This is an optimization exercise on Yosys and OpenROAD, whose aim is small area and a short achievable clock period, not a production implementation. No run shown here included a check of the RTL's function; only the layout flow was run. Power and IR drop assume default switching activity.

==> design/flow/design.v <==
`timescale 1ns/1ps
module register #(
    parameter NUM_STAGES = 2,
    parameter DATA_WIDTH = 2,
    parameter USE_RESET  = 1
)(
    input  wire                  CLK,
    input  wire                  RESET,
    input  wire [DATA_WIDTH-1:0] DIN,
    output wire [DATA_WIDTH-1:0] DOUT
);
genvar i;
generate
if (NUM_STAGES == 0)
begin : pass
    assign DOUT = DIN;
end
else
begin : stages
    reg [NUM_STAGES*DATA_WIDTH-1:0] din_delay;
    for (i=0; i<NUM_STAGES; i=i+1)
    begin : REGISTER_STAGES
        wire [DATA_WIDTH-1:0] prev;
        if (i == 0) begin : first
            assign prev = DIN;
        end else begin : rest
            assign prev = din_delay[(i-1)*DATA_WIDTH+:DATA_WIDTH];
        end
        always @(posedge CLK)
        begin
            if (USE_RESET && RESET)
                din_delay[i*DATA_WIDTH+:DATA_WIDTH] <= 0;
            else
                din_delay[i*DATA_WIDTH+:DATA_WIDTH] <= prev;
        end
    end
    assign DOUT = din_delay[(NUM_STAGES-1)*DATA_WIDTH+:DATA_WIDTH];
end
endgenerate
endmodule
`timescale 1ns/1ps
module macc (
  input  wire                 clk,
  input  wire                 reset,
  input  wire                 enable,
  input  wire                 clear,
  input  wire [ 2 : 0 ]       op_code,
  input  wire [ 15 : 0 ]      op_0,
  input  wire [ 15 : 0 ]      op_1,
  input  wire [ 15 : 0 ]      op_add,
  output wire [ 15 : 0 ]      out
);
  reg  [15:0] a1;
  reg  [7:0] neg1, one1, two1;
  reg  [15:0] add1;
  reg  [1:0] mode1;
  reg  en1, clr1;
  wire [15:0] b = op_code[0] ? op_0 : op_1;
  wire [16:0] bx = {b, 1'b0};
  wire [7:0] neg0, one0, two0;
  genvar g;
  generate for (g = 0; g < 8; g = g + 1) begin : booth
    assign neg0[g] = bx[2*g+2];
    assign one0[g] = bx[2*g+1] ^ bx[2*g];
    assign two0[g] = (bx[2*g+2] & ~bx[2*g+1] & ~bx[2*g]) | (~bx[2*g+2] & bx[2*g+1] & bx[2*g]);
  end endgenerate
  always @(posedge clk) begin
    a1    <= op_0;
    neg1  <= neg0;
    one1  <= one0;
    two1  <= two0;
    add1  <= (op_code[2:1] == 2'b10) ? op_add : 16'd0;
    mode1 <= op_code[2:1];
    en1   <= enable && !reset;
    clr1  <= clear;
  end
  wire pp0_0;
  wire pp0_1;
  wire pp0_2;
  wire pp0_3;
  wire pp0_4;
  wire pp0_5;
  wire pp0_6;
  wire pp0_7;
  wire pp0_8;
  wire pp0_9;
  wire pp0_10;
  wire pp0_11;
  wire pp0_12;
  wire pp0_13;
  wire pp0_14;
  wire pp0_15;
  wire pp1_0;
  wire pp1_1;
  wire pp1_2;
  wire pp1_3;
  wire pp1_4;
  wire pp1_5;
  wire pp1_6;
  wire pp1_7;
  wire pp1_8;
  wire pp1_9;
  wire pp1_10;
  wire pp1_11;
  wire pp1_12;
  wire pp1_13;
  wire pp2_0;
  wire pp2_1;
  wire pp2_2;
  wire pp2_3;
  wire pp2_4;
  wire pp2_5;
  wire pp2_6;
  wire pp2_7;
  wire pp2_8;
  wire pp2_9;
  wire pp2_10;
  wire pp2_11;
  wire pp3_0;
  wire pp3_1;
  wire pp3_2;
  wire pp3_3;
  wire pp3_4;
  wire pp3_5;
  wire pp3_6;
  wire pp3_7;
  wire pp3_8;
  wire pp3_9;
  wire pp4_0;
  wire pp4_1;
  wire pp4_2;
  wire pp4_3;
  wire pp4_4;
  wire pp4_5;
  wire pp4_6;
  wire pp4_7;
  wire pp5_0;
  wire pp5_1;
  wire pp5_2;
  wire pp5_3;
  wire pp5_4;
  wire pp5_5;
  wire pp6_0;
  wire pp6_1;
  wire pp6_2;
  wire pp6_3;
  wire pp7_0;
  wire pp7_1;
  wire t2s1;
  wire t2c2;
  wire t2s3;
  wire t2c4;
  wire t2s5;
  wire t2c6;
  wire t2s7;
  wire t2c8;
  wire t2s9;
  wire t2c10;
  wire t2s11;
  wire t2c12;
  wire t2s13;
  wire t2c14;
  wire t2s15;
  wire t2c16;
  wire t2s17;
  wire t2c18;
  wire t2s19;
  wire t2c20;
  wire t2s21;
  wire t2c22;
  wire t2s23;
  wire t2c24;
  wire t2s25;
  wire t2c26;
  wire t2s27;
  wire t2c28;
  wire t2s29;
  wire t2c30;
  wire t2s31;
  wire t2c32;
  wire t2s33;
  wire t2c34;
  wire t2s35;
  wire t2c36;
  wire t2s37;
  wire t2c38;
  wire t2s39;
  wire t2c40;
  wire t2s41;
  wire t2c42;
  wire t2s43;
  wire t2c44;
  wire t2s45;
  wire t2c46;
  wire t2s47;
  wire t2c48;
  wire t2s49;
  wire t2c50;
  wire t2s51;
  wire t2c52;
  wire t2s53;
  wire t2c54;
  wire t2s55;
  wire t2c56;
  wire t2s57;
  wire t2c58;
  wire t2s59;
  wire t2c60;
  wire t2s61;
  wire t2c62;
  wire t2s63;
  wire t2c64;
  wire t2s65;
  wire t2c66;
  wire t2s67;
  wire t2c68;
  wire t2s69;
  wire t2c70;
  wire t2s71;
  wire t2c72;
  wire t2s73;
  wire t2c74;
  wire t2s75;
  wire t2c76;
  wire t2s77;
  wire t2c78;
  wire t2s79;
  wire t2c80;
  wire t2s81;
  wire t2c82;
  wire t2s83;
  wire t2c84;
  wire t2s85;
  wire t2c86;
  wire t2s87;
  wire t2c88;
  wire t2s89;
  wire t2c90;
  wire t2s91;
  wire t2c92;
  wire t2s93;
  wire t2c94;
  wire t2s95;
  wire t2c96;
  wire t2s97;
  wire t2c98;
  wire t2x99;
  wire t2x100;
  wire t2x101;
  wire t2x102;
  wire t2x103;
  wire t2x104;
  wire t2x105;
  wire t2x106;
  wire t2x107;
  wire t2x108;
  wire t2x109;
  wire t2x110;
  wire t2x111;
  assign pp0_0 = (one1[0] & a1[0]) ^ neg1[0];
  assign pp0_1 = ((one1[0] & a1[1]) | (two1[0] & a1[0])) ^ neg1[0];
  assign pp0_2 = ((one1[0] & a1[2]) | (two1[0] & a1[1])) ^ neg1[0];
  assign pp0_3 = ((one1[0] & a1[3]) | (two1[0] & a1[2])) ^ neg1[0];
  assign pp0_4 = ((one1[0] & a1[4]) | (two1[0] & a1[3])) ^ neg1[0];
  assign pp0_5 = ((one1[0] & a1[5]) | (two1[0] & a1[4])) ^ neg1[0];
  assign pp0_6 = ((one1[0] & a1[6]) | (two1[0] & a1[5])) ^ neg1[0];
  assign pp0_7 = ((one1[0] & a1[7]) | (two1[0] & a1[6])) ^ neg1[0];
  assign pp0_8 = ((one1[0] & a1[8]) | (two1[0] & a1[7])) ^ neg1[0];
  assign pp0_9 = ((one1[0] & a1[9]) | (two1[0] & a1[8])) ^ neg1[0];
  assign pp0_10 = ((one1[0] & a1[10]) | (two1[0] & a1[9])) ^ neg1[0];
  assign pp0_11 = ((one1[0] & a1[11]) | (two1[0] & a1[10])) ^ neg1[0];
  assign pp0_12 = ((one1[0] & a1[12]) | (two1[0] & a1[11])) ^ neg1[0];
  assign pp0_13 = ((one1[0] & a1[13]) | (two1[0] & a1[12])) ^ neg1[0];
  assign pp0_14 = ((one1[0] & a1[14]) | (two1[0] & a1[13])) ^ neg1[0];
  assign pp0_15 = ((one1[0] & a1[15]) | (two1[0] & a1[14])) ^ neg1[0];
  assign pp1_0 = (one1[1] & a1[0]) ^ neg1[1];
  assign pp1_1 = ((one1[1] & a1[1]) | (two1[1] & a1[0])) ^ neg1[1];
  assign pp1_2 = ((one1[1] & a1[2]) | (two1[1] & a1[1])) ^ neg1[1];
  assign pp1_3 = ((one1[1] & a1[3]) | (two1[1] & a1[2])) ^ neg1[1];
  assign pp1_4 = ((one1[1] & a1[4]) | (two1[1] & a1[3])) ^ neg1[1];
  assign pp1_5 = ((one1[1] & a1[5]) | (two1[1] & a1[4])) ^ neg1[1];
  assign pp1_6 = ((one1[1] & a1[6]) | (two1[1] & a1[5])) ^ neg1[1];
  assign pp1_7 = ((one1[1] & a1[7]) | (two1[1] & a1[6])) ^ neg1[1];
  assign pp1_8 = ((one1[1] & a1[8]) | (two1[1] & a1[7])) ^ neg1[1];
  assign pp1_9 = ((one1[1] & a1[9]) | (two1[1] & a1[8])) ^ neg1[1];
  assign pp1_10 = ((one1[1] & a1[10]) | (two1[1] & a1[9])) ^ neg1[1];
  assign pp1_11 = ((one1[1] & a1[11]) | (two1[1] & a1[10])) ^ neg1[1];
  assign pp1_12 = ((one1[1] & a1[12]) | (two1[1] & a1[11])) ^ neg1[1];
  assign pp1_13 = ((one1[1] & a1[13]) | (two1[1] & a1[12])) ^ neg1[1];
  assign pp2_0 = (one1[2] & a1[0]) ^ neg1[2];
  assign pp2_1 = ((one1[2] & a1[1]) | (two1[2] & a1[0])) ^ neg1[2];
  assign pp2_2 = ((one1[2] & a1[2]) | (two1[2] & a1[1])) ^ neg1[2];
  assign pp2_3 = ((one1[2] & a1[3]) | (two1[2] & a1[2])) ^ neg1[2];
  assign pp2_4 = ((one1[2] & a1[4]) | (two1[2] & a1[3])) ^ neg1[2];
  assign pp2_5 = ((one1[2] & a1[5]) | (two1[2] & a1[4])) ^ neg1[2];
  assign pp2_6 = ((one1[2] & a1[6]) | (two1[2] & a1[5])) ^ neg1[2];
  assign pp2_7 = ((one1[2] & a1[7]) | (two1[2] & a1[6])) ^ neg1[2];
  assign pp2_8 = ((one1[2] & a1[8]) | (two1[2] & a1[7])) ^ neg1[2];
  assign pp2_9 = ((one1[2] & a1[9]) | (two1[2] & a1[8])) ^ neg1[2];
  assign pp2_10 = ((one1[2] & a1[10]) | (two1[2] & a1[9])) ^ neg1[2];
  assign pp2_11 = ((one1[2] & a1[11]) | (two1[2] & a1[10])) ^ neg1[2];
  assign pp3_0 = (one1[3] & a1[0]) ^ neg1[3];
  assign pp3_1 = ((one1[3] & a1[1]) | (two1[3] & a1[0])) ^ neg1[3];
  assign pp3_2 = ((one1[3] & a1[2]) | (two1[3] & a1[1])) ^ neg1[3];
  assign pp3_3 = ((one1[3] & a1[3]) | (two1[3] & a1[2])) ^ neg1[3];
  assign pp3_4 = ((one1[3] & a1[4]) | (two1[3] & a1[3])) ^ neg1[3];
  assign pp3_5 = ((one1[3] & a1[5]) | (two1[3] & a1[4])) ^ neg1[3];
  assign pp3_6 = ((one1[3] & a1[6]) | (two1[3] & a1[5])) ^ neg1[3];
  assign pp3_7 = ((one1[3] & a1[7]) | (two1[3] & a1[6])) ^ neg1[3];
  assign pp3_8 = ((one1[3] & a1[8]) | (two1[3] & a1[7])) ^ neg1[3];
  assign pp3_9 = ((one1[3] & a1[9]) | (two1[3] & a1[8])) ^ neg1[3];
  assign pp4_0 = (one1[4] & a1[0]) ^ neg1[4];
  assign pp4_1 = ((one1[4] & a1[1]) | (two1[4] & a1[0])) ^ neg1[4];
  assign pp4_2 = ((one1[4] & a1[2]) | (two1[4] & a1[1])) ^ neg1[4];
  assign pp4_3 = ((one1[4] & a1[3]) | (two1[4] & a1[2])) ^ neg1[4];
  assign pp4_4 = ((one1[4] & a1[4]) | (two1[4] & a1[3])) ^ neg1[4];
  assign pp4_5 = ((one1[4] & a1[5]) | (two1[4] & a1[4])) ^ neg1[4];
  assign pp4_6 = ((one1[4] & a1[6]) | (two1[4] & a1[5])) ^ neg1[4];
  assign pp4_7 = ((one1[4] & a1[7]) | (two1[4] & a1[6])) ^ neg1[4];
  assign pp5_0 = (one1[5] & a1[0]) ^ neg1[5];
  assign pp5_1 = ((one1[5] & a1[1]) | (two1[5] & a1[0])) ^ neg1[5];
  assign pp5_2 = ((one1[5] & a1[2]) | (two1[5] & a1[1])) ^ neg1[5];
  assign pp5_3 = ((one1[5] & a1[3]) | (two1[5] & a1[2])) ^ neg1[5];
  assign pp5_4 = ((one1[5] & a1[4]) | (two1[5] & a1[3])) ^ neg1[5];
  assign pp5_5 = ((one1[5] & a1[5]) | (two1[5] & a1[4])) ^ neg1[5];
  assign pp6_0 = (one1[6] & a1[0]) ^ neg1[6];
  assign pp6_1 = ((one1[6] & a1[1]) | (two1[6] & a1[0])) ^ neg1[6];
  assign pp6_2 = ((one1[6] & a1[2]) | (two1[6] & a1[1])) ^ neg1[6];
  assign pp6_3 = ((one1[6] & a1[3]) | (two1[6] & a1[2])) ^ neg1[6];
  assign pp7_0 = (one1[7] & a1[0]) ^ neg1[7];
  assign pp7_1 = ((one1[7] & a1[1]) | (two1[7] & a1[0])) ^ neg1[7];
  assign t2s1 = add1[2] ^ neg1[1];
  assign t2c2 = add1[2] & neg1[1];
  assign t2s3 = add1[3] ^ t2c2;
  assign t2c4 = add1[3] & t2c2;
  assign t2s5 = add1[4] ^ neg1[2] ^ t2c4;
  assign t2c6 = (add1[4] & neg1[2]) | (add1[4] & t2c4) | (neg1[2] & t2c4);
  assign t2s7 = pp0_4 ^ pp1_2;
  assign t2c8 = pp0_4 & pp1_2;
  assign t2s9 = add1[5] ^ pp0_5 ^ pp1_3;
  assign t2c10 = (add1[5] & pp0_5) | (add1[5] & pp1_3) | (pp0_5 & pp1_3);
  assign t2s11 = pp2_1 ^ t2c8;
  assign t2c12 = pp2_1 & t2c8;
  assign t2s13 = add1[6] ^ neg1[3] ^ pp0_6;
  assign t2c14 = (add1[6] & neg1[3]) | (add1[6] & pp0_6) | (neg1[3] & pp0_6);
  assign t2s15 = pp1_4 ^ pp2_2 ^ pp3_0;
  assign t2c16 = (pp1_4 & pp2_2) | (pp1_4 & pp3_0) | (pp2_2 & pp3_0);
  assign t2s17 = t2c12 ^ t2c10;
  assign t2c18 = t2c12 & t2c10;
  assign t2s19 = add1[7] ^ pp0_7 ^ pp1_5;
  assign t2c20 = (add1[7] & pp0_7) | (add1[7] & pp1_5) | (pp0_7 & pp1_5);
  assign t2s21 = pp2_3 ^ pp3_1 ^ t2c14;
  assign t2c22 = (pp2_3 & pp3_1) | (pp2_3 & t2c14) | (pp3_1 & t2c14);
  assign t2s23 = t2c16 ^ t2s19;
  assign t2c24 = t2c16 & t2s19;
  assign t2s25 = add1[8] ^ neg1[4] ^ pp0_8;
  assign t2c26 = (add1[8] & neg1[4]) | (add1[8] & pp0_8) | (neg1[4] & pp0_8);
  assign t2s27 = pp1_6 ^ pp2_4 ^ pp3_2;
  assign t2c28 = (pp1_6 & pp2_4) | (pp1_6 & pp3_2) | (pp2_4 & pp3_2);
  assign t2s29 = pp4_0 ^ t2c20 ^ t2s25;
  assign t2c30 = (pp4_0 & t2c20) | (pp4_0 & t2s25) | (t2c20 & t2s25);
  assign t2s31 = t2s27 ^ t2c24;
  assign t2c32 = t2s27 & t2c24;
  assign t2s33 = add1[9] ^ pp0_9 ^ pp1_7;
  assign t2c34 = (add1[9] & pp0_9) | (add1[9] & pp1_7) | (pp0_9 & pp1_7);
  assign t2s35 = pp2_5 ^ pp3_3 ^ pp4_1;
  assign t2c36 = (pp2_5 & pp3_3) | (pp2_5 & pp4_1) | (pp3_3 & pp4_1);
  assign t2s37 = t2c26 ^ t2c28 ^ t2s33;
  assign t2c38 = (t2c26 & t2c28) | (t2c26 & t2s33) | (t2c28 & t2s33);
  assign t2s39 = t2s35 ^ t2c32;
  assign t2c40 = t2s35 & t2c32;
  assign t2s41 = add1[10] ^ neg1[5] ^ pp0_10;
  assign t2c42 = (add1[10] & neg1[5]) | (add1[10] & pp0_10) | (neg1[5] & pp0_10);
  assign t2s43 = pp1_8 ^ pp2_6 ^ pp3_4;
  assign t2c44 = (pp1_8 & pp2_6) | (pp1_8 & pp3_4) | (pp2_6 & pp3_4);
  assign t2s45 = pp4_2 ^ pp5_0 ^ t2c34;
  assign t2c46 = (pp4_2 & pp5_0) | (pp4_2 & t2c34) | (pp5_0 & t2c34);
  assign t2s47 = t2c36 ^ t2s41 ^ t2s43;
  assign t2c48 = (t2c36 & t2s41) | (t2c36 & t2s43) | (t2s41 & t2s43);
  assign t2s49 = t2c38 ^ t2s45;
  assign t2c50 = t2c38 & t2s45;
  assign t2s51 = add1[11] ^ pp0_11 ^ pp1_9;
  assign t2c52 = (add1[11] & pp0_11) | (add1[11] & pp1_9) | (pp0_11 & pp1_9);
  assign t2s53 = pp2_7 ^ pp3_5 ^ pp4_3;
  assign t2c54 = (pp2_7 & pp3_5) | (pp2_7 & pp4_3) | (pp3_5 & pp4_3);
  assign t2s55 = pp5_1 ^ t2c42 ^ t2c44;
  assign t2c56 = (pp5_1 & t2c42) | (pp5_1 & t2c44) | (t2c42 & t2c44);
  assign t2s57 = t2s51 ^ t2s53 ^ t2c46;
  assign t2c58 = (t2s51 & t2s53) | (t2s51 & t2c46) | (t2s53 & t2c46);
  assign t2s59 = t2c48 ^ t2s55;
  assign t2c60 = t2c48 & t2s55;
  assign t2s61 = add1[12] ^ neg1[6] ^ pp0_12;
  assign t2c62 = (add1[12] & neg1[6]) | (add1[12] & pp0_12) | (neg1[6] & pp0_12);
  assign t2s63 = pp1_10 ^ pp2_8 ^ pp3_6;
  assign t2c64 = (pp1_10 & pp2_8) | (pp1_10 & pp3_6) | (pp2_8 & pp3_6);
  assign t2s65 = pp4_4 ^ pp5_2 ^ pp6_0;
  assign t2c66 = (pp4_4 & pp5_2) | (pp4_4 & pp6_0) | (pp5_2 & pp6_0);
  assign t2s67 = t2c52 ^ t2c54 ^ t2s61;
  assign t2c68 = (t2c52 & t2c54) | (t2c52 & t2s61) | (t2c54 & t2s61);
  assign t2s69 = t2s63 ^ t2s65 ^ t2c56;
  assign t2c70 = (t2s63 & t2s65) | (t2s63 & t2c56) | (t2s65 & t2c56);
  assign t2s71 = t2s67 ^ t2c60;
  assign t2c72 = t2s67 & t2c60;
  assign t2s73 = add1[13] ^ pp0_13 ^ pp1_11;
  assign t2c74 = (add1[13] & pp0_13) | (add1[13] & pp1_11) | (pp0_13 & pp1_11);
  assign t2s75 = pp2_9 ^ pp3_7 ^ pp4_5;
  assign t2c76 = (pp2_9 & pp3_7) | (pp2_9 & pp4_5) | (pp3_7 & pp4_5);
  assign t2s77 = pp5_3 ^ pp6_1 ^ t2c62;
  assign t2c78 = (pp5_3 & pp6_1) | (pp5_3 & t2c62) | (pp6_1 & t2c62);
  assign t2s79 = t2c64 ^ t2c66 ^ t2s73;
  assign t2c80 = (t2c64 & t2c66) | (t2c64 & t2s73) | (t2c66 & t2s73);
  assign t2s81 = t2s75 ^ t2c68 ^ t2s77;
  assign t2c82 = (t2s75 & t2c68) | (t2s75 & t2s77) | (t2c68 & t2s77);
  assign t2s83 = t2s79 ^ t2c70;
  assign t2c84 = t2s79 & t2c70;
  assign t2s85 = add1[14] ^ neg1[7] ^ pp0_14;
  assign t2c86 = (add1[14] & neg1[7]) | (add1[14] & pp0_14) | (neg1[7] & pp0_14);
  assign t2s87 = pp1_12 ^ pp2_10 ^ pp3_8;
  assign t2c88 = (pp1_12 & pp2_10) | (pp1_12 & pp3_8) | (pp2_10 & pp3_8);
  assign t2s89 = pp4_6 ^ pp5_4 ^ pp6_2;
  assign t2c90 = (pp4_6 & pp5_4) | (pp4_6 & pp6_2) | (pp5_4 & pp6_2);
  assign t2s91 = pp7_0 ^ t2c74 ^ t2c76;
  assign t2c92 = (pp7_0 & t2c74) | (pp7_0 & t2c76) | (t2c74 & t2c76);
  assign t2s93 = t2s85 ^ t2s87 ^ t2s89;
  assign t2c94 = (t2s85 & t2s87) | (t2s85 & t2s89) | (t2s87 & t2s89);
  assign t2s95 = t2c78 ^ t2c80 ^ t2s91;
  assign t2c96 = (t2c78 & t2c80) | (t2c78 & t2s91) | (t2c80 & t2s91);
  assign t2s97 = t2s93 ^ t2c82;
  assign t2c98 = t2s93 & t2c82;
  assign t2x99 = add1[15] ^ pp0_15;
  assign t2x100 = pp1_13 ^ pp2_11;
  assign t2x101 = pp3_9 ^ pp4_7;
  assign t2x102 = pp5_5 ^ pp6_3;
  assign t2x103 = pp7_1 ^ t2x100;
  assign t2x104 = t2x101 ^ t2x102;
  assign t2x105 = t2x99 ^ t2x103;
  assign t2x106 = t2x104 ^ t2c86;
  assign t2x107 = t2c88 ^ t2c90;
  assign t2x108 = t2x105 ^ t2x106;
  assign t2x109 = t2x107 ^ t2x108;
  assign t2x110 = t2c92 ^ t2c94;
  assign t2x111 = t2x109 ^ t2x110;
  reg  p2_0_0;
  reg  p2_0_1;
  reg  p2_0_2;
  reg  p2_1_0;
  reg  p2_1_1;
  reg  p2_2_0;
  reg  p2_2_1;
  reg  p2_2_2;
  reg  p2_3_0;
  reg  p2_3_1;
  reg  p2_3_2;
  reg  p2_4_0;
  reg  p2_4_1;
  reg  p2_4_2;
  reg  p2_5_0;
  reg  p2_5_1;
  reg  p2_5_2;
  reg  p2_6_0;
  reg  p2_6_1;
  reg  p2_6_2;
  reg  p2_7_0;
  reg  p2_7_1;
  reg  p2_7_2;
  reg  p2_8_0;
  reg  p2_8_1;
  reg  p2_8_2;
  reg  p2_9_0;
  reg  p2_9_1;
  reg  p2_9_2;
  reg  p2_10_0;
  reg  p2_10_1;
  reg  p2_10_2;
  reg  p2_11_0;
  reg  p2_11_1;
  reg  p2_11_2;
  reg  p2_12_0;
  reg  p2_12_1;
  reg  p2_12_2;
  reg  p2_13_0;
  reg  p2_13_1;
  reg  p2_13_2;
  reg  p2_14_0;
  reg  p2_14_1;
  reg  p2_14_2;
  reg  p2_15_0;
  reg  p2_15_1;
  reg  p2_15_2;
  reg  [1:0] mode2;
  reg  en2, clr2;
  always @(posedge clk) begin
    p2_0_0 <= add1[0];
    p2_0_1 <= neg1[0];
    p2_0_2 <= pp0_0;
    p2_1_0 <= add1[1];
    p2_1_1 <= pp0_1;
    p2_2_0 <= t2s1;
    p2_2_1 <= pp0_2;
    p2_2_2 <= pp1_0;
    p2_3_0 <= pp0_3;
    p2_3_1 <= pp1_1;
    p2_3_2 <= t2s3;
    p2_4_0 <= pp2_0;
    p2_4_1 <= t2s7;
    p2_4_2 <= t2s5;
    p2_5_0 <= t2c6;
    p2_5_1 <= t2s11;
    p2_5_2 <= t2s9;
    p2_6_0 <= t2s13;
    p2_6_1 <= t2s15;
    p2_6_2 <= t2s17;
    p2_7_0 <= t2c18;
    p2_7_1 <= t2s23;
    p2_7_2 <= t2s21;
    p2_8_0 <= t2c22;
    p2_8_1 <= t2s29;
    p2_8_2 <= t2s31;
    p2_9_0 <= t2c30;
    p2_9_1 <= t2s37;
    p2_9_2 <= t2s39;
    p2_10_0 <= t2s47;
    p2_10_1 <= t2c40;
    p2_10_2 <= t2s49;
    p2_11_0 <= t2c50;
    p2_11_1 <= t2s59;
    p2_11_2 <= t2s57;
    p2_12_0 <= t2c58;
    p2_12_1 <= t2s69;
    p2_12_2 <= t2s71;
    p2_13_0 <= t2c72;
    p2_13_1 <= t2s81;
    p2_13_2 <= t2s83;
    p2_14_0 <= t2s95;
    p2_14_1 <= t2c84;
    p2_14_2 <= t2s97;
    p2_15_0 <= t2x111;
    p2_15_1 <= t2c96;
    p2_15_2 <= t2c98;
    mode2 <= mode1;
    en2   <= en1;
    clr2  <= clr1;
  end
  reg  [15:0] accs, accc;
  wire [15:0] dadd_s = mode2[0] ? accs : 16'd0;
  wire [15:0] dadd_c = mode2[0] ? accc : 16'd0;
  wire t3s112;
  wire t3c113;
  wire t3s114;
  wire t3c115;
  wire t3s116;
  wire t3c117;
  wire t3s118;
  wire t3c119;
  wire t3s120;
  wire t3c121;
  wire t3s122;
  wire t3c123;
  wire t3s124;
  wire t3c125;
  wire t3s126;
  wire t3c127;
  wire t3s128;
  wire t3c129;
  wire t3s130;
  wire t3c131;
  wire t3s132;
  wire t3c133;
  wire t3s134;
  wire t3c135;
  wire t3s136;
  wire t3c137;
  wire t3s138;
  wire t3c139;
  wire t3s140;
  wire t3c141;
  wire t3s142;
  wire t3c143;
  wire t3s144;
  wire t3c145;
  wire t3s146;
  wire t3c147;
  wire t3s148;
  wire t3c149;
  wire t3s150;
  wire t3c151;
  wire t3s152;
  wire t3c153;
  wire t3s154;
  wire t3c155;
  wire t3s156;
  wire t3c157;
  wire t3s158;
  wire t3c159;
  wire t3s160;
  wire t3c161;
  wire t3s162;
  wire t3c163;
  wire t3s164;
  wire t3c165;
  wire t3s166;
  wire t3c167;
  wire t3s168;
  wire t3c169;
  wire t3s170;
  wire t3c171;
  wire t3s172;
  wire t3c173;
  wire t3s174;
  wire t3c175;
  wire t3s176;
  wire t3c177;
  wire t3s178;
  wire t3c179;
  wire t3s180;
  wire t3c181;
  wire t3s182;
  wire t3c183;
  wire t3s184;
  wire t3c185;
  wire t3s186;
  wire t3c187;
  wire t3s188;
  wire t3c189;
  wire t3s190;
  wire t3c191;
  wire t3s192;
  wire t3c193;
  wire t3s194;
  wire t3c195;
  wire t3s196;
  wire t3c197;
  wire t3x198;
  wire t3x199;
  wire t3x200;
  wire t3x201;
  wire t3x202;
  wire t3x203;
  assign t3s112 = p2_0_0 ^ p2_0_1 ^ p2_0_2;
  assign t3c113 = (p2_0_0 & p2_0_1) | (p2_0_0 & p2_0_2) | (p2_0_1 & p2_0_2);
  assign t3s114 = dadd_c[0] ^ dadd_s[0];
  assign t3c115 = dadd_c[0] & dadd_s[0];
  assign t3s116 = p2_1_0 ^ p2_1_1 ^ dadd_c[1];
  assign t3c117 = (p2_1_0 & p2_1_1) | (p2_1_0 & dadd_c[1]) | (p2_1_1 & dadd_c[1]);
  assign t3s118 = dadd_s[1] ^ t3c113 ^ t3c115;
  assign t3c119 = (dadd_s[1] & t3c113) | (dadd_s[1] & t3c115) | (t3c113 & t3c115);
  assign t3s120 = p2_2_0 ^ p2_2_1 ^ p2_2_2;
  assign t3c121 = (p2_2_0 & p2_2_1) | (p2_2_0 & p2_2_2) | (p2_2_1 & p2_2_2);
  assign t3s122 = dadd_c[2] ^ dadd_s[2] ^ t3s120;
  assign t3c123 = (dadd_c[2] & dadd_s[2]) | (dadd_c[2] & t3s120) | (dadd_s[2] & t3s120);
  assign t3s124 = t3c117 ^ t3c119;
  assign t3c125 = t3c117 & t3c119;
  assign t3s126 = p2_3_0 ^ p2_3_1 ^ p2_3_2;
  assign t3c127 = (p2_3_0 & p2_3_1) | (p2_3_0 & p2_3_2) | (p2_3_1 & p2_3_2);
  assign t3s128 = dadd_c[3] ^ dadd_s[3] ^ t3c121;
  assign t3c129 = (dadd_c[3] & dadd_s[3]) | (dadd_c[3] & t3c121) | (dadd_s[3] & t3c121);
  assign t3s130 = t3s126 ^ t3c123 ^ t3s128;
  assign t3c131 = (t3s126 & t3c123) | (t3s126 & t3s128) | (t3c123 & t3s128);
  assign t3s132 = p2_4_0 ^ p2_4_1 ^ p2_4_2;
  assign t3c133 = (p2_4_0 & p2_4_1) | (p2_4_0 & p2_4_2) | (p2_4_1 & p2_4_2);
  assign t3s134 = dadd_c[4] ^ dadd_s[4] ^ t3c127;
  assign t3c135 = (dadd_c[4] & dadd_s[4]) | (dadd_c[4] & t3c127) | (dadd_s[4] & t3c127);
  assign t3s136 = t3s132 ^ t3c129 ^ t3s134;
  assign t3c137 = (t3s132 & t3c129) | (t3s132 & t3s134) | (t3c129 & t3s134);
  assign t3s138 = p2_5_0 ^ p2_5_1 ^ p2_5_2;
  assign t3c139 = (p2_5_0 & p2_5_1) | (p2_5_0 & p2_5_2) | (p2_5_1 & p2_5_2);
  assign t3s140 = dadd_c[5] ^ dadd_s[5] ^ t3c133;
  assign t3c141 = (dadd_c[5] & dadd_s[5]) | (dadd_c[5] & t3c133) | (dadd_s[5] & t3c133);
  assign t3s142 = t3s138 ^ t3c135 ^ t3s140;
  assign t3c143 = (t3s138 & t3c135) | (t3s138 & t3s140) | (t3c135 & t3s140);
  assign t3s144 = p2_6_0 ^ p2_6_1 ^ p2_6_2;
  assign t3c145 = (p2_6_0 & p2_6_1) | (p2_6_0 & p2_6_2) | (p2_6_1 & p2_6_2);
  assign t3s146 = dadd_c[6] ^ dadd_s[6] ^ t3c139;
  assign t3c147 = (dadd_c[6] & dadd_s[6]) | (dadd_c[6] & t3c139) | (dadd_s[6] & t3c139);
  assign t3s148 = t3s144 ^ t3c141 ^ t3s146;
  assign t3c149 = (t3s144 & t3c141) | (t3s144 & t3s146) | (t3c141 & t3s146);
  assign t3s150 = p2_7_0 ^ p2_7_1 ^ p2_7_2;
  assign t3c151 = (p2_7_0 & p2_7_1) | (p2_7_0 & p2_7_2) | (p2_7_1 & p2_7_2);
  assign t3s152 = dadd_c[7] ^ dadd_s[7] ^ t3c145;
  assign t3c153 = (dadd_c[7] & dadd_s[7]) | (dadd_c[7] & t3c145) | (dadd_s[7] & t3c145);
  assign t3s154 = t3s150 ^ t3c147 ^ t3s152;
  assign t3c155 = (t3s150 & t3c147) | (t3s150 & t3s152) | (t3c147 & t3s152);
  assign t3s156 = p2_8_0 ^ p2_8_1 ^ p2_8_2;
  assign t3c157 = (p2_8_0 & p2_8_1) | (p2_8_0 & p2_8_2) | (p2_8_1 & p2_8_2);
  assign t3s158 = dadd_c[8] ^ dadd_s[8] ^ t3c151;
  assign t3c159 = (dadd_c[8] & dadd_s[8]) | (dadd_c[8] & t3c151) | (dadd_s[8] & t3c151);
  assign t3s160 = t3s156 ^ t3c153 ^ t3s158;
  assign t3c161 = (t3s156 & t3c153) | (t3s156 & t3s158) | (t3c153 & t3s158);
  assign t3s162 = p2_9_0 ^ p2_9_1 ^ p2_9_2;
  assign t3c163 = (p2_9_0 & p2_9_1) | (p2_9_0 & p2_9_2) | (p2_9_1 & p2_9_2);
  assign t3s164 = dadd_c[9] ^ dadd_s[9] ^ t3c157;
  assign t3c165 = (dadd_c[9] & dadd_s[9]) | (dadd_c[9] & t3c157) | (dadd_s[9] & t3c157);
  assign t3s166 = t3s162 ^ t3c159 ^ t3s164;
  assign t3c167 = (t3s162 & t3c159) | (t3s162 & t3s164) | (t3c159 & t3s164);
  assign t3s168 = p2_10_0 ^ p2_10_1 ^ p2_10_2;
  assign t3c169 = (p2_10_0 & p2_10_1) | (p2_10_0 & p2_10_2) | (p2_10_1 & p2_10_2);
  assign t3s170 = dadd_c[10] ^ dadd_s[10] ^ t3c163;
  assign t3c171 = (dadd_c[10] & dadd_s[10]) | (dadd_c[10] & t3c163) | (dadd_s[10] & t3c163);
  assign t3s172 = t3s168 ^ t3c165 ^ t3s170;
  assign t3c173 = (t3s168 & t3c165) | (t3s168 & t3s170) | (t3c165 & t3s170);
  assign t3s174 = p2_11_0 ^ p2_11_1 ^ p2_11_2;
  assign t3c175 = (p2_11_0 & p2_11_1) | (p2_11_0 & p2_11_2) | (p2_11_1 & p2_11_2);
  assign t3s176 = dadd_c[11] ^ dadd_s[11] ^ t3c169;
  assign t3c177 = (dadd_c[11] & dadd_s[11]) | (dadd_c[11] & t3c169) | (dadd_s[11] & t3c169);
  assign t3s178 = t3s174 ^ t3c171 ^ t3s176;
  assign t3c179 = (t3s174 & t3c171) | (t3s174 & t3s176) | (t3c171 & t3s176);
  assign t3s180 = p2_12_0 ^ p2_12_1 ^ p2_12_2;
  assign t3c181 = (p2_12_0 & p2_12_1) | (p2_12_0 & p2_12_2) | (p2_12_1 & p2_12_2);
  assign t3s182 = dadd_c[12] ^ dadd_s[12] ^ t3c175;
  assign t3c183 = (dadd_c[12] & dadd_s[12]) | (dadd_c[12] & t3c175) | (dadd_s[12] & t3c175);
  assign t3s184 = t3s180 ^ t3c177 ^ t3s182;
  assign t3c185 = (t3s180 & t3c177) | (t3s180 & t3s182) | (t3c177 & t3s182);
  assign t3s186 = p2_13_0 ^ p2_13_1 ^ p2_13_2;
  assign t3c187 = (p2_13_0 & p2_13_1) | (p2_13_0 & p2_13_2) | (p2_13_1 & p2_13_2);
  assign t3s188 = dadd_c[13] ^ dadd_s[13] ^ t3c181;
  assign t3c189 = (dadd_c[13] & dadd_s[13]) | (dadd_c[13] & t3c181) | (dadd_s[13] & t3c181);
  assign t3s190 = t3s186 ^ t3c183 ^ t3s188;
  assign t3c191 = (t3s186 & t3c183) | (t3s186 & t3s188) | (t3c183 & t3s188);
  assign t3s192 = p2_14_0 ^ p2_14_1 ^ p2_14_2;
  assign t3c193 = (p2_14_0 & p2_14_1) | (p2_14_0 & p2_14_2) | (p2_14_1 & p2_14_2);
  assign t3s194 = dadd_c[14] ^ dadd_s[14] ^ t3c187;
  assign t3c195 = (dadd_c[14] & dadd_s[14]) | (dadd_c[14] & t3c187) | (dadd_s[14] & t3c187);
  assign t3s196 = t3s192 ^ t3c189 ^ t3s194;
  assign t3c197 = (t3s192 & t3c189) | (t3s192 & t3s194) | (t3c189 & t3s194);
  assign t3x198 = p2_15_0 ^ p2_15_1;
  assign t3x199 = p2_15_2 ^ t3x198;
  assign t3x200 = dadd_c[15] ^ dadd_s[15];
  assign t3x201 = t3x199 ^ t3c193;
  assign t3x202 = t3x200 ^ t3x201;
  assign t3x203 = t3x202 ^ t3c195;
  wire [15:0] rx = {t3x203, t3c191, t3c185, t3c179, t3c173, t3c167, t3c161, t3c155, t3c149, t3c143, t3c137, t3c131, t3c125, t3s122, t3s116, t3s112};
  wire [15:0] ry = {t3c197, t3s196, t3s190, t3s184, t3s178, t3s172, t3s166, t3s160, t3s154, t3s148, t3s142, t3s136, t3s130, t3s124, t3s118, t3s114};
  always @(posedge clk) begin
    if (reset || clr2) begin
      accs <= 16'd0;
      accc <= 16'd0;
    end else if (en2) begin
      accs <= rx;
      accc <= ry;
    end
  end
  assign out = accs + accc;
endmodule
module ram
#(
  parameter integer DATA_WIDTH    = 16,
  parameter integer ADDR_WIDTH    = 5
)
(
  input  wire                         clk,
  input  wire                         reset,
  input  wire                         s_read_req,
  input  wire [ ADDR_WIDTH  -1 : 0 ]  s_read_addr,
  output reg  [ DATA_WIDTH  -1 : 0 ]  s_read_data,
  input  wire                         s_write_req,
  input  wire [ ADDR_WIDTH  -1 : 0 ]  s_write_addr,
  input  wire [ DATA_WIDTH  -1 : 0 ]  s_write_data
);
  reg  [ DATA_WIDTH -1 : 0 ] mem [ 0 : (1<<ADDR_WIDTH)-1 ];
  reg  [ DATA_WIDTH -1 : 0 ] rd_data;
  reg                        rd_v;
  reg  [ DATA_WIDTH -1 : 0 ] rd_mux;
  integer k;
  always @(*) begin
    rd_mux = {DATA_WIDTH{1'b0}};
    for (k = 0; k < (1<<ADDR_WIDTH); k = k + 1)
      rd_mux = rd_mux | (mem[k] & {DATA_WIDTH{s_read_addr == k}});
  end
  always @(posedge clk) begin
    rd_v    <= s_read_req && !reset;
    rd_data <= rd_mux;
  end
  always @(posedge clk)
    if (s_write_req && !reset)
      mem[s_write_addr] <= s_write_data;
  always @(posedge clk)
    if (reset)
      s_read_data <= 0;
    else if (rd_v)
      s_read_data <= rd_data;
endmodule
`timescale 1ns/1ps
module fifo
#(
    parameter   DATA_WIDTH          = 16,
    parameter   ADDR_WIDTH          = 4,
    parameter   RAM_DEPTH           = (1 << ADDR_WIDTH)
)(
    input  wire                         clk,
    input  wire                         reset,
    input  wire                         push,
    input  wire                         pop,
    input  wire [ DATA_WIDTH -1 : 0 ]   data_in,
    output reg  [ DATA_WIDTH -1 : 0 ]   data_out
);
reg     [ADDR_WIDTH-1:0]        wr_pointer;
reg     [ADDR_WIDTH-1:0]        rd_pointer;
reg     [ADDR_WIDTH  :0]        fifo_count;
reg     [DATA_WIDTH-1:0]        mem[0:RAM_DEPTH-1];
wire empty = (fifo_count == 0);
wire full  = (fifo_count == RAM_DEPTH);
wire do_push = push && !full;
wire do_pop  = pop && !empty;
always @ (posedge clk)
begin
  if (reset)
    fifo_count <= 0;
  else if (do_push && !do_pop)
    fifo_count <= fifo_count + 1;
  else if (do_pop && !do_push)
    fifo_count <= fifo_count - 1;
end
always @ (posedge clk)
begin
  if (reset)
    wr_pointer <= 0;
  else if (do_push)
    wr_pointer <= wr_pointer + 1;
end
always @ (posedge clk)
begin
  if (reset)
    rd_pointer <= 0;
  else if (do_pop)
    rd_pointer <= rd_pointer + 1;
end
always @ (posedge clk)
  if (do_push)
    mem[wr_pointer] <= data_in;
reg [DATA_WIDTH-1:0] rd_mux;
integer k;
always @(*) begin
  rd_mux = {DATA_WIDTH{1'b0}};
  for (k = 0; k < RAM_DEPTH; k = k + 1)
    rd_mux = rd_mux | (mem[k] & {DATA_WIDTH{rd_pointer == k}});
end
always @ (posedge clk)
  if (do_pop)
    data_out <= rd_mux;
endmodule
module activation #(
  parameter OP_WIDTH  = 16
) (
  input  wire                                         clk,
  input  wire                                         enable,
  input  wire        [ OP_WIDTH           -1 : 0 ]    in,
  output wire        [ OP_WIDTH           -1 : 0 ]    out
);
reg [OP_WIDTH-1:0] activation_data;
always @(posedge clk)
  if (enable)
    activation_data <= ($signed(in) > 0) ? in : {OP_WIDTH{1'b0}};
  else
    activation_data <= in;
assign out = activation_data;
endmodule
`timescale 1ns/1ps
module PE #(
  parameter integer PE_BUF_ADDR_WIDTH   = 5,
  parameter integer OP_WIDTH            = 16,
  parameter integer ACC_WIDTH           = 16,
  parameter         LAYER_NORM          = "NO"
)
(
  input  wire                                         clk,
  input  wire                                         reset,
  input  wire                                         mask,
  input  wire  [ 10+2*PE_BUF_ADDR_WIDTH -1 : 0 ]      ctrl,
  input  wire                                         src_2_sel,
  input  wire  [ OP_WIDTH             -1 : 0 ]        read_data_0,
  input  wire  [ OP_WIDTH             -1 : 0 ]        read_data_1,
  input  wire  [ OP_WIDTH             -1 : 0 ]        read_data_2,
  output wire  [ OP_WIDTH             -1 : 0 ]        lrn_center,
  output wire  [ OP_WIDTH             -1 : 0 ]        write_data,
  output wire  [ OP_WIDTH             -1 : 0 ]        pe_buffer_read_data,
  input  wire                                         pe_neuron_read_req,
  input  wire  [ OP_WIDTH             -1 : 0 ]        pe_neuron_write_data,
  input  wire                                         pe_neuron_write_req,
  input  wire  [ PE_BUF_ADDR_WIDTH    -1 : 0 ]        pe_neuron_write_addr,
  output wire                                         write_valid
);
  localparam integer OP_CODE_WIDTH  = 3;
  wire [ OP_WIDTH           -1 : 0 ]  pe_buffer_write_data;
  wire [ OP_WIDTH           -1 : 0 ]  pe_buffer_read_data_d;
  wire                                src_2_sel_dd;
  wire                                _pe_buffer_write_req;
  wire                                pe_buffer_write_req;
  wire                                pe_buffer_read_req;
  wire                                _pe_buffer_read_req;
  wire                                flush, flush_d;
  wire                                enable;
  wire [ OP_CODE_WIDTH      -1 : 0 ]  op_code;
  wire [ PE_BUF_ADDR_WIDTH  -1 : 0 ]  buf_rd_addr;
  wire [ PE_BUF_ADDR_WIDTH  -1 : 0 ]  _buf_wr_addr;
  wire [ PE_BUF_ADDR_WIDTH  -1 : 0 ]  buf_wr_addr;
  wire [ OP_WIDTH           -1 : 0 ]  conv_out;
  wire                                norm_fifo_push;
  wire                                norm_fifo_pop;
  wire [ OP_WIDTH           -1 : 0 ]  macc_out;
  assign {norm_fifo_push, norm_fifo_pop,
    buf_rd_addr, _buf_wr_addr,
    flush, write_valid, _pe_buffer_write_req, _pe_buffer_read_req, enable, op_code} = ctrl;
  assign pe_buffer_read_req  = _pe_buffer_read_req || pe_neuron_read_req;
  assign pe_buffer_write_req = _pe_buffer_write_req || pe_neuron_write_req;
  assign buf_wr_addr = pe_neuron_write_req ? pe_neuron_write_addr : _buf_wr_addr;
  wire [OP_WIDTH-1:0] macc_op_add = src_2_sel_dd == 0 ?
    read_data_2 : pe_buffer_read_data;
  assign conv_out = !flush_d ? macc_out : pe_buffer_read_data_d;
  register #(.NUM_STAGES(2), .DATA_WIDTH(1)) src_2_delay (
    .CLK(clk), .RESET(reset), .DIN(src_2_sel), .DOUT(src_2_sel_dd));
  register #(.NUM_STAGES(3), .DATA_WIDTH(1)) macc_en_delay (
    .CLK(clk), .RESET(reset), .DIN(flush), .DOUT(flush_d));
  register #(.NUM_STAGES(3), .DATA_WIDTH(OP_WIDTH), .USE_RESET(0)) fifo_out_delay (
    .CLK(clk), .RESET(reset), .DIN(pe_buffer_read_data), .DOUT(pe_buffer_read_data_d));
  macc MACC_pe (
    .clk      ( clk                 ),
    .reset    ( reset               ),
    .enable   ( enable && mask      ),
    .clear    ( !mask               ),
    .op_code  ( op_code             ),
    .op_0     ( read_data_0         ),
    .op_1     ( read_data_1         ),
    .op_add   ( macc_op_add         ),
    .out      ( macc_out            )
  );
  assign pe_buffer_write_data = pe_neuron_write_req ? pe_neuron_write_data : conv_out;
  ram #(
    .DATA_WIDTH               ( OP_WIDTH                 ),
    .ADDR_WIDTH               ( PE_BUF_ADDR_WIDTH        )
  ) pe_buffer (
    .clk                      ( clk                      ),
    .reset                    ( reset                    ),
    .s_write_req              ( pe_buffer_write_req      ),
    .s_write_data             ( pe_buffer_write_data     ),
    .s_write_addr             ( buf_wr_addr              ),
    .s_read_req               ( pe_buffer_read_req       ),
    .s_read_data              ( pe_buffer_read_data      ),
    .s_read_addr              ( buf_rd_addr              )
  );
  activation #(
    .OP_WIDTH                 ( OP_WIDTH                 )
  ) ReLU (
    .clk                      ( clk                      ),
    .enable                   ( 1'b0                     ),
    .in                       ( conv_out                 ),
    .out                      ( write_data               )
  );
  fifo #(
    .DATA_WIDTH               ( OP_WIDTH                 ),
    .ADDR_WIDTH               ( 4                        )
  ) norm_fifo (
    .clk                      ( clk                      ),
    .reset                    ( reset                    ),
    .push                     ( norm_fifo_push           ),
    .pop                      ( norm_fifo_pop            ),
    .data_in                  ( read_data_0              ),
    .data_out                 ( lrn_center               )
  );
endmodule
==> design/flow/run.sh <==
#!/bin/bash
# synth_recipe.tcl (not shown) runs the flow's synth.tcl, then flattens the netlist and writes it again
# the make line also repeats each setting of config.mk as NAME=value (left out here)
make -C /OpenROAD-flow-scripts/flow DESIGN_CONFIG=/design/flow/config.mk WORK_HOME=/design/flow/orfs CLKGATE_MAP_FILE= SYNTH_SCRIPT=/design/flow/synth_recipe.tcl finish
==> design/flow/config.mk <==
export PLATFORM = sky130hd
export DESIGN_NAME = PE
export DESIGN_NICKNAME = PE
export VERILOG_FILES = /design/flow/design.v
export SDC_FILE = /design/flow/constraint.sdc
export NUM_CORES = 4
export LEC_CHECK = 0
export ABC_CLOCK_PERIOD_IN_PS = 2800
export CAP_MARGIN = 20
export CORE_MARGIN = 2
export CORE_UTILIZATION = 60
export CTS_CLUSTER_DIAMETER = 80
export CTS_CLUSTER_SIZE = 28
export SETUP_SLACK_MARGIN = 3.9
export SLEW_MARGIN = 20
==> design/flow/constraint.sdc <==
create_clock -name core_clock -period 6.5 [get_ports {clk}]
set_input_delay 1.3000 -clock core_clock [delete_from_list [all_inputs] [get_ports {clk}]]
set_output_delay 1.3000 -clock core_clock [all_outputs]
set_load 0.01 [all_outputs]
==> flow_summary.json, run 1 <==
{
  "grt_pass1_vias": 25300,
  "max-vdd-ir-drop_mv": 0.257,
  "drv_cap": 0,
  "worst_pin_slew_ps": 1050,
  "r2r_end": "pe_buffer.mem[5][14]$_DFFE_PP_",
  "via_count": 25900,
  "setup_viol": 0,
  "numPortBuffers": 141,
  "grt_first_pass_wirelength_um": 182000,
  "slew_headroom_pct": 29.7,
  "yosys.area.top_type": "edfxtp_1",
  "fin_ws_ps": 3790,
  "syn_avg_cell_area_um2": 14.9,
  "drt_iter0_drc": 4011,
  "drc_errors": 0,
  "cp_top_family": "compound AO/OA/AOI/OAI gates",
  "cts_max_level": 2,
  "synth_edf_count": 784,
  "max_stage_delay_ps": 370,
  "min_path_cells": 0,
  "path_cells": "ha_4 > inv_2 > fa_2 > nand2b_4 > a21o_4 > a32oi_4 > buf_6 > o31ai_4 > mux2i_2 > nor3_4 > buf_4 > buf_12",
  "syn_nets": 2925,
  "io_pins": 144,
  "setup.worst_path.start_class": "flop",
  "die-width_um": 263,
  "antenna_found_initial": 8,
  "clk_latency_ps": 640,
  "ys_warn_count": 7,
  "hpwl_um": 76600,
  "rsz0062_at_grt": "yes",
  "dpl_worst_slack_ps": 2400,
  "r2r-start": "MACC_pe.accc[0]$_SDFFE_PP0P_",
  "nets": 3220,
  "p_per_area_nw_per_um2": 289,
  "area_growth_pct": 18.7,
  "detail_route.wl_per_cell_um": 33.5,
  "min_to": "MACC_pe.en2$_DFF_P_",
  "fillers": 4362,
  "synth_ff_type": "edfxtp_1",
  "synth-seq-cells": 1040,
  "fin_crit_sh_pct": 41.8,
  "end_kind": "flop",
  "grt_usage_pct": 37.1,
  "fin_skew_ps": 31.6,
  "cp.required_ps": 6880,
  "synth_area_leaders": "edfxtp_1 58%, dfxtp_1 13%, a22oi_1 6.6%, fa_1 3.9%, mux2i_1 2.3%",
  "gp_congestion": 0.930,
  "drtPass1Iterations": 6,
  "status": "no timing/DRC/antenna violations",
  "hold_viol_final": 0,
  "clk_pin_slew_worst_paths_ps": 110,
  "cts_tree": "built",
  "syn_area_um2": 40400,
  "ctsLongestPathBuffers": 3,
  "syn_inst": 2709,
  "cts_root_buf": "clkbuf_16",
  "power.leakage_nw": 16.7,
  "r2r_cells": 12,
  "dieArea_um2": 69400,
  "rows": 95,
  "tns_ps": 0,
  "antenna_left": 0,
  "synth_top_area_share_pct": 58.3,
  "start_util_pct": 60.3,
  "ys_async_sr_fraction_pct": 0,
  "critPathKind": "flop to flop",
  "drt_wl_total_um": 131000,
  "grt_max_degree": 40,
  "grt.overflow.total": 0,
  "worstPathArrival_ps": 3090,
  "drt-vias-per-instance": 6.61,
  "worst_path_max_delay_cell": "dfxtp_2",
  "timing.fmax_ghz": 0.368,
  "synth_cell_types": 64,
  "synth_seq_area_share_pct": 71.0,
  "numCtsBuffers": 45,
  "rrSetupSlack_ps": 3790,
  "hp-class": "flop to flop",
  "min_from": "MACC_pe.en1$_DFF_P_",
  "die_y_um": 263,
  "cts_sinks": 1040,
  "crit_fanout": 16,
  "layout_min_cycle_time_ps": 2710,
  "crit_buf_inv": 4,
  "layout-drive-gt1-share_pct": 19.3,
  "core_um2": 66900,
  "final_max_slew_viol_count": 0
}
[sequential cells by signal (all words and copies together) (netlist names), 2 cells and up]
name                             cells
src_2_delay.stages.din_delay         2
fifo_out_delay.stages.din_delay     48
MACC_pe.accc                        16
MACC_pe.neg1                         8
MACC_pe.accs                        16
norm_fifo.fifo_count                 5
macc_en_delay.stages.din_delay       3
norm_fifo.wr_pointer                 4
MACC_pe.one1                         8
norm_fifo.rd_pointer                 4
pe_buffer.rd_data                   16
norm_fifo.mem                      256
MACC_pe.two1                         8
ReLU.activation_data                16
pe_buffer.s_read_data               16
pe_buffer.mem                      512
MACC_pe.a1                          16
norm_fifo.data_out                  16
MACC_pe.add1                        16
[synth_stat cells (6+ instances only)]
cell,count
nand2_1,165
a21oi_1,24
nor2b_1,12
or3_1,6
nand4_1,47
and3_1,11
nand3_1,18
xor2_1,34
ha_1,42
a31oi_1,6
nand2b_1,11
inv_1,140
edfxtp_1,784
o21ai_0,32
a32oi_1,6
and4_1,7
mux2i_1,93
a222oi_1,12
xnor2_1,82
nor4_1,8
and2_1,17
fa_1,79
clkbuf_1,89
a22o_1,22
buf_1,9
mux2_2,22
o211ai_1,6
dfxtp_1,256
nor2_1,180
a221oi_1,22
a21o_1,8
nor3_1,17
a22oi_1,356
buf_2,23
a211oi_1,8
[power breakdown]
part           leakage [nW]  total [mW]  switching [mW]  internal (mW)
Clock                 0.668        3.48            2.06           1.42
Sequential             9.28        7.77           0.205           7.56
Combinational          6.73        2.58            1.50           1.08
[final cells by class]
cell class | count | area, µm² | area share (%)
Sequential cell | 1040 | 28800 | 60.2
Multi-Input combinational cell | 1414 | 12100 | 25.3
Timing Repair Buffer | 360 | 3900 | 8.14
Clock buffer | 73 | 1290 | 2.70
Tap cell | 873 | 1090 | 2.28
Inverter | 143 | 548 | 1.14
Clock inverter | 9 | 110 | 0.230
Antenna cell | 4 | 10.0 | 0.0209
[worst max path at each step]
stage | start | cells after the start | slack, ps | endpoint
final | MACC_pe.accc[0]$_SDFFE_PP0P_ | 12 | 3790 | pe_buffer.mem[5][14]$_DFFE_PP_
after global placement | ctrl[15] | 7 | 2250 | pe_buffer.rd_data[11]$_DFF_P_
after detailed placement | pe_neuron_write_req | 8 | 2400 | pe_buffer.mem[21][13]$_DFFE_PP_
after CTS | MACC_pe.accs[0]$_SDFFE_PP0P_ | 11 | 3740 | pe_buffer.mem[18][15]$_DFFE_PP_
after floorplan | ctrl[19] | 10 | 3580 | norm_fifo.fifo_count[4]$_SDFFE_PP0P_
after global routing | MACC_pe.accs[7]$_SDFFE_PP0P_ | 10 | 3720 | pe_buffer.mem[18][14]$_DFFE_PP_
[per-layer routing]
| metal | part of all wire, % | global-route usage, % |
|---|---|---|
| met5 | 0.0099 | 0 |
| met4 | 5.8 | 16.6 |
| met3 | 10 | 5.79 |
| met2 | 47 | 60.4 |
| met1 | 37 | 50.1 |
[cell usage in the layout (no fill, tap or decap), drive strengths merged, types with 11 or more instances in the layout]
cell type and instances:
edfxtp 784, a22oi 356, dfxtp 256, buf 224
nor2 181, nand2 165, inv 144, mux2i 93
clkbuf 84, clkdlybuf4s50 82, xnor2 82, fa 79
nand4 47, ha 42, mux2 35, xor2 34
o21ai 33, a21oi 24, a221oi 23, clkdlybuf4s15 23
a22o 22, dlygate4sd2 18, nand3 18, nor3 17
and2 17, a222oi 12, nor2b 12, and3 11
nand2b 11
[per-stage QoR]
stage          hold WS [ps]  power (mW)  instances  util, %  cell area, µm²
5_1_grt                 331        14.3       3913     71.6           47900
3_3_place_gp            310        10.2       3655     64.9           43400
6_report                321        13.8       3916     71.6           47900
4_1_cts                 326        13.7       3867     70.6           47200
2_1_floorplan           310        9.30       2709        -           41100
3_5_place_dp            312        10.2       3655     64.9           43500
[cells by family (layout without fill, tap and decap cells)]
family                   count (synthesis)  count (layout)  synth area share, %
other                                    0               4                    0
flip-flops                            1040            1040                 71.0
AO/OA/AOI/OAI                          528             529                 9.73
AND/OR/NAND/NOR                        519             519                 5.91
XOR/XNOR                               116             116                 2.52
adder cells (fa/ha/maj)                121             121                 5.22
multiplexers                           116             129                 2.98
buffers and inverters                  269             585                 2.62
[repair_timing]
action,CTS,global route
gates cloned,15,8
setup buffers,115,35
endpoints found under the setup margin,1283,724
hold buffers,0,0
resized for setup,324,91
pin swaps,85,31
[worst reg2reg max path, cell delays in order, from the launching register on]
cell	delay [ps]
dfxtp_2	370
ha_4	150
inv_2	40
fa_2	330
nand2b_4	160
a21o_4	230
a32oi_4	290
buf_6	150
o31ai_4	70
mux2i_2	260
nor3_4	90
buf_4	150
buf_12	150
==> run 2: changes to the inputs <==
==> design/flow/flow/run.sh (new file) <==
#!/bin/bash
set -e
export BUFFER_PORTS_ARGS="-buffer_cell sky130_fd_sc_hd__buf_1"
export CTS_ARGS="-sink_clustering_enable -repair_clock_nets -sink_clustering_size 28 -sink_clustering_max_diameter 80 -dont_use_dummy_load"
bash standard.sh > standard.log 2>&1
==> design/flow/standard.sh (new file) <==
#!/bin/bash
# synth_recipe.tcl (not shown) runs the flow's synth.tcl, then flattens the netlist and writes it again
# the make line also repeats each setting of config.mk as NAME=value (left out here)
make -C /OpenROAD-flow-scripts/flow DESIGN_CONFIG=/design/flow/config.mk WORK_HOME=/design/flow/orfs CLKGATE_MAP_FILE= SYNTH_SCRIPT=/design/flow/synth_recipe.tcl "${@:-finish}"
--- a/design/flow/config.mk
+++ b/design/flow/config.mk
@@ -11,4 +11,2 @@
 export CORE_UTILIZATION = 60
-export CTS_CLUSTER_DIAMETER = 80
-export CTS_CLUSTER_SIZE = 28
 export SETUP_SLACK_MARGIN = 3.9
removed: design/flow/run.sh
==> run 2 against run 1 <==
Net effect:
- worst setup slack improved by 9.0 ps
- clock skew grew 38 ps
- maximum frequency rose by 0.33%
- power is 3.6% lower
==> flow_summary.json, run 2 <==
{
  "layout_commonest_cell": "edfxtp_1",
  "largest_register": "pe_buffer.mem",
  "syn_avg_cell_area_um2": 14.9,
  "power_frac_comb_pct": 18.0,
  "yosys.area.top_type": "edfxtp_1",
  "grt_pass1_vias": 24600,
  "numPortBuffers": 141,
  "cp-endpoint": "pe_buffer.mem[12][10]$_DFFE_PP_",
  "synth-seq-cells": 1040,
  "synth_ff_type": "edfxtp_1",
  "cts_sinks": 1040,
  "syn_nets": 2925,
  "grt_max_degree": 40,
  "cts_tree": "built",
  "hp-class": "flop to flop",
  "tns_ps": 0,
  "yosysMostFrequentCell": "edfxtp_1",
  "drt_wl_total_um": 125000,
  "area_growth_pct": 15.0,
  "drt-vias-per-instance": 6.63,
  "hold_buffers": 0,
  "end_kind": "flop",
  "synth_top_area_share_pct": 58.3,
  "r2r_end": "pe_buffer.mem[12][10]$_DFFE_PP_",
  "cts_max_level": 2,
  "r2r-start": "MACC_pe.accc[0]$_SDFFE_PP0P_",
  "hpwl_um": 76200,
  "via_count": 25500,
  "die_y_um": 263,
  "crit_fanout": 8,
  "fin_skew_ps": 70.0,
  "largest_reg_flops": 512,
  "power.leakage_nw": 15.9,
  "dpl_worst_slack_ps": 2210,
  "drc_errors": 0,
  "rrSetupSlack_ps": 3790,
  "max-vdd-ir-drop_mv": 0.267,
  "mostFrequentLayoutCells": "784 x edfxtp_1, 335 x a22oi_1, 206 x dfxtp_1",
  "worstPathArrival_ps": 3060,
  "core_um2": 66900,
  "gp_congestion": 0.940,
  "r2r_cells": 11,
  "switchingPower_mw": 3.58,
  "synth_edf_count": 784,
  "nets": 3187,
  "p_per_area_nw_per_um2": 287,
  "antenna_left": 0,
  "holdWs_ps": 335,
  "layout_min_cycle_time_ps": 2710,
  "intPower_mw": 9.76,
  "worst_pin_slew_ps": 1120,
  "fin_total_pwr_mw": 13.3,
  "rows": 95,
  "status": "no timing/DRC/antenna violations",
  "synth_common_cells": "784 x edfxtp_1, 356 x a22oi_1, 256 x dfxtp_1",
  "ys_async_sr_fraction_pct": 0,
  "fin_ws_ps": 3790,
  "dieArea_um2": 69400,
  "drt_iter0_drc": 3691,
  "setup_viol": 0,
  "timing.fmax_ghz": 0.370,
  "detail_route.wl_per_cell_um": 32.5,
  "grt.overflow.total": 0,
  "top_regs": "pe_buffer.mem x512, norm_fifo.mem x256, fifo_out_delay.stages.din_delay x48",
  "syn_area_um2": 40400,
  "syn_inst": 2709,
  "crit_start": "MACC_pe.accc[0]$_SDFFE_PP0P_",
  "start_util_pct": 60.3,
  "sw_frac_of_total_pct": 26.8,
  "critPathKind": "flop to flop",
  "clock_power_share_pct": 23.7,
  "cts_root_buf": "clkbuf_16",
  "antenna_found_initial": 4,
  "utilization_pct": 69.3,
  "setup.worst_path.start_class": "flop",
  "synth_cell_types": 64,
  "final_max_slew_viol_count": 0,
  "numCtsBuffers": 45,
  "clk_latency_ps": 640,
  "p_seq_share_pct": 58.3,
  "rsz0062_at_grt": "yes",
  "drv_cap": 0,
  "die-width_um": 263,
  "hold_viol_final": 0,
  "ys_warn_count": 7,
  "layout-drive-gt1-share_pct": 17.5,
  "synth_area_leaders": "edfxtp_1 58%, dfxtp_1 13%, a22oi_1 6.6%, fa_1 3.9%, mux2i_1 2.3%",
  "synth_seq_area_share_pct": 71.0,
  "clk_pin_slew_worst_paths_ps": 100,
  "grt_usage_pct": 35.2,
  "fin_crit_sh_pct": 41.6,
  "io_pins": 144,
  "drtPass1Iterations": 6,
  "ctsLongestPathBuffers": 3,
  "grt_first_pass_wirelength_um": 173000,
  "cp.required_ps": 6860,
  "slew_headroom_pct": 25.5
}
## run 2: changes by cell type in the layout (fill, tap and decap cells not counted), moves of 8 or more
cell	change
buf_1	+134
buf_2	-8
buf_4	-11
clkbuf_1	-25
clkdlybuf4s15_1	-16
clkdlybuf4s50_1	-82
dfxtp_1	+15
dfxtp_2	-8
dlygate4sd2_1	-18
nor2_1	-9
## run 2: per-stage QoR
| stage | instances | area, µm² |
|---|---|---|
| after CTS | 3796 | 45500 |
| after detailed placement | 3652 | 42600 |
| after floorplan | 2709 | 41100 |
| after global placement | 3652 | 42500 |
| after global routing | 3842 | 46400 |
| final | 3844 | 46400 |
## run 2: final cells by class
cell class	count	area (µm²)
multi-input combinational	1412	12100
antenna	2	5.00
timing repair buffer	329	2710
tap	873	1090
fill	4460	20500
inverter	143	571
sequential	1040	28800
clock buffer	45	1130
## run 2: metal layers
metal | wire length, µm | vias up | global-route usage, %
met2 | 59400 | 1698 | 57.4
met3 | 13500 | 295 | 5.72
met5 | 11 | - | 0
met1 | 45600 | 12800 | 47.1
li1 | - | 10700 | -
met4 | 6320 | 2 | 15.8
## run 2: logic make-up after synthesis
kind of cell,Yosys count,share of synthesized area [%]
XOR/XNOR,116,2.52
AND/OR/NAND/NOR,519,5.91
adder cells (fa/ha/maj),121,5.22
AO/OA/AOI/OAI,528,9.73
flip-flops,1040,71.0
multiplexers,116,2.98
buffers and inverters,269,2.62
## run 2: power by group through the flow
stage / Clock (mW) / Combinational [mW] / Sequential (mW)
after floorplan: 0 / 1.46 / 7.85
after global placement: 0 / 2.11 / 7.92
after detailed placement: 0 / 2.18 / 7.93
after CTS: 3.16 / 2.32 / 7.77
after global routing: 3.38 / 2.67 / 7.80
final: 3.16 / 2.40 / 7.77
## run 2: worst min path at each step
| stage | start | endpoint | slack, ps | depth (start not counted) |
|---|---|---|---|---|
| finish | MACC_pe.en1$_DFF_P_ | MACC_pe.en2$_DFF_P_ | 330 | 0 |
| CTS | MACC_pe.en1$_DFF_P_ | MACC_pe.en2$_DFF_P_ | 340 | 0 |
| global placement | fifo_out_delay.stages.din_delay[11]$_DFF_P_ | fifo_out_delay.stages.din_delay[27]$_DFF_P_ | 310 | 0 |
| floorplan | MACC_pe.clr1$_DFF_P_ | MACC_pe.clr2$_DFF_P_ | 310 | 0 |
| detailed placement | fifo_out_delay.stages.din_delay[15]$_DFF_P_ | fifo_out_delay.stages.din_delay[31]$_DFF_P_ | 310 | 0 |
| global route | MACC_pe.en1$_DFF_P_ | MACC_pe.en2$_DFF_P_ | 340 | 0 |
## run 2: timing repair
action / in CTS / in global routing
pin swaps: 46 / 28
gates resized for setup: 176 / 102
cloned: 7 / 8
buffers inserted: 92 / 36
endpoints found under the setup margin: 1146 / 892
## run 2: worst max-delay path: stages (launching register included)
cell and delay [ps]:
dfxtp_2 380, ha_4 150, inv_2 40, fa_2 340, nand2b_4 160, a21o_4 230, a32oi_4 230, buf_4 180
o21ba_2 150, o31ai_4 80, buf_12 160, mux2_4 350

-- separate check: timing with driven ports --
Ports are ideal in the flow. The routed layouts listed here were re-timed in OpenROAD.
Step 1: set_driving_cell puts a clkbuf_16 on clk and a buf_2 on each other input, an assumption about the parent block.
Step 2 moves the port delays by t, midway between the first and last clock arrival at a register: inputs arrive t later, outputs are due t later. That takes back most of the time a late clock gives input paths.
a / b / c = no drivers / after step 1 / after step 2; a / b = the first two.
| run | t (ns) | setup slack, ns | hold WS [ns] | worst setup path after step 2 | pins driven straight from the clock port |
|---|---|---|---|---|---|
| run 1 | 0.693 | 3.786 / 3.786 / 3.260 | 0.321 / 0.321 / 0.321 | input to register | 1 |
| run 2 | 0.673 | 3.795 / 3.795 / 3.229 | 0.335 / 0.335 / 0.335 | input to register | 1 |
After both steps every run listed still meets setup and hold. For run 2, which loses most, drivers alone change the setup slack by 0.000 ns; drivers and shift together by -0.566 ns.
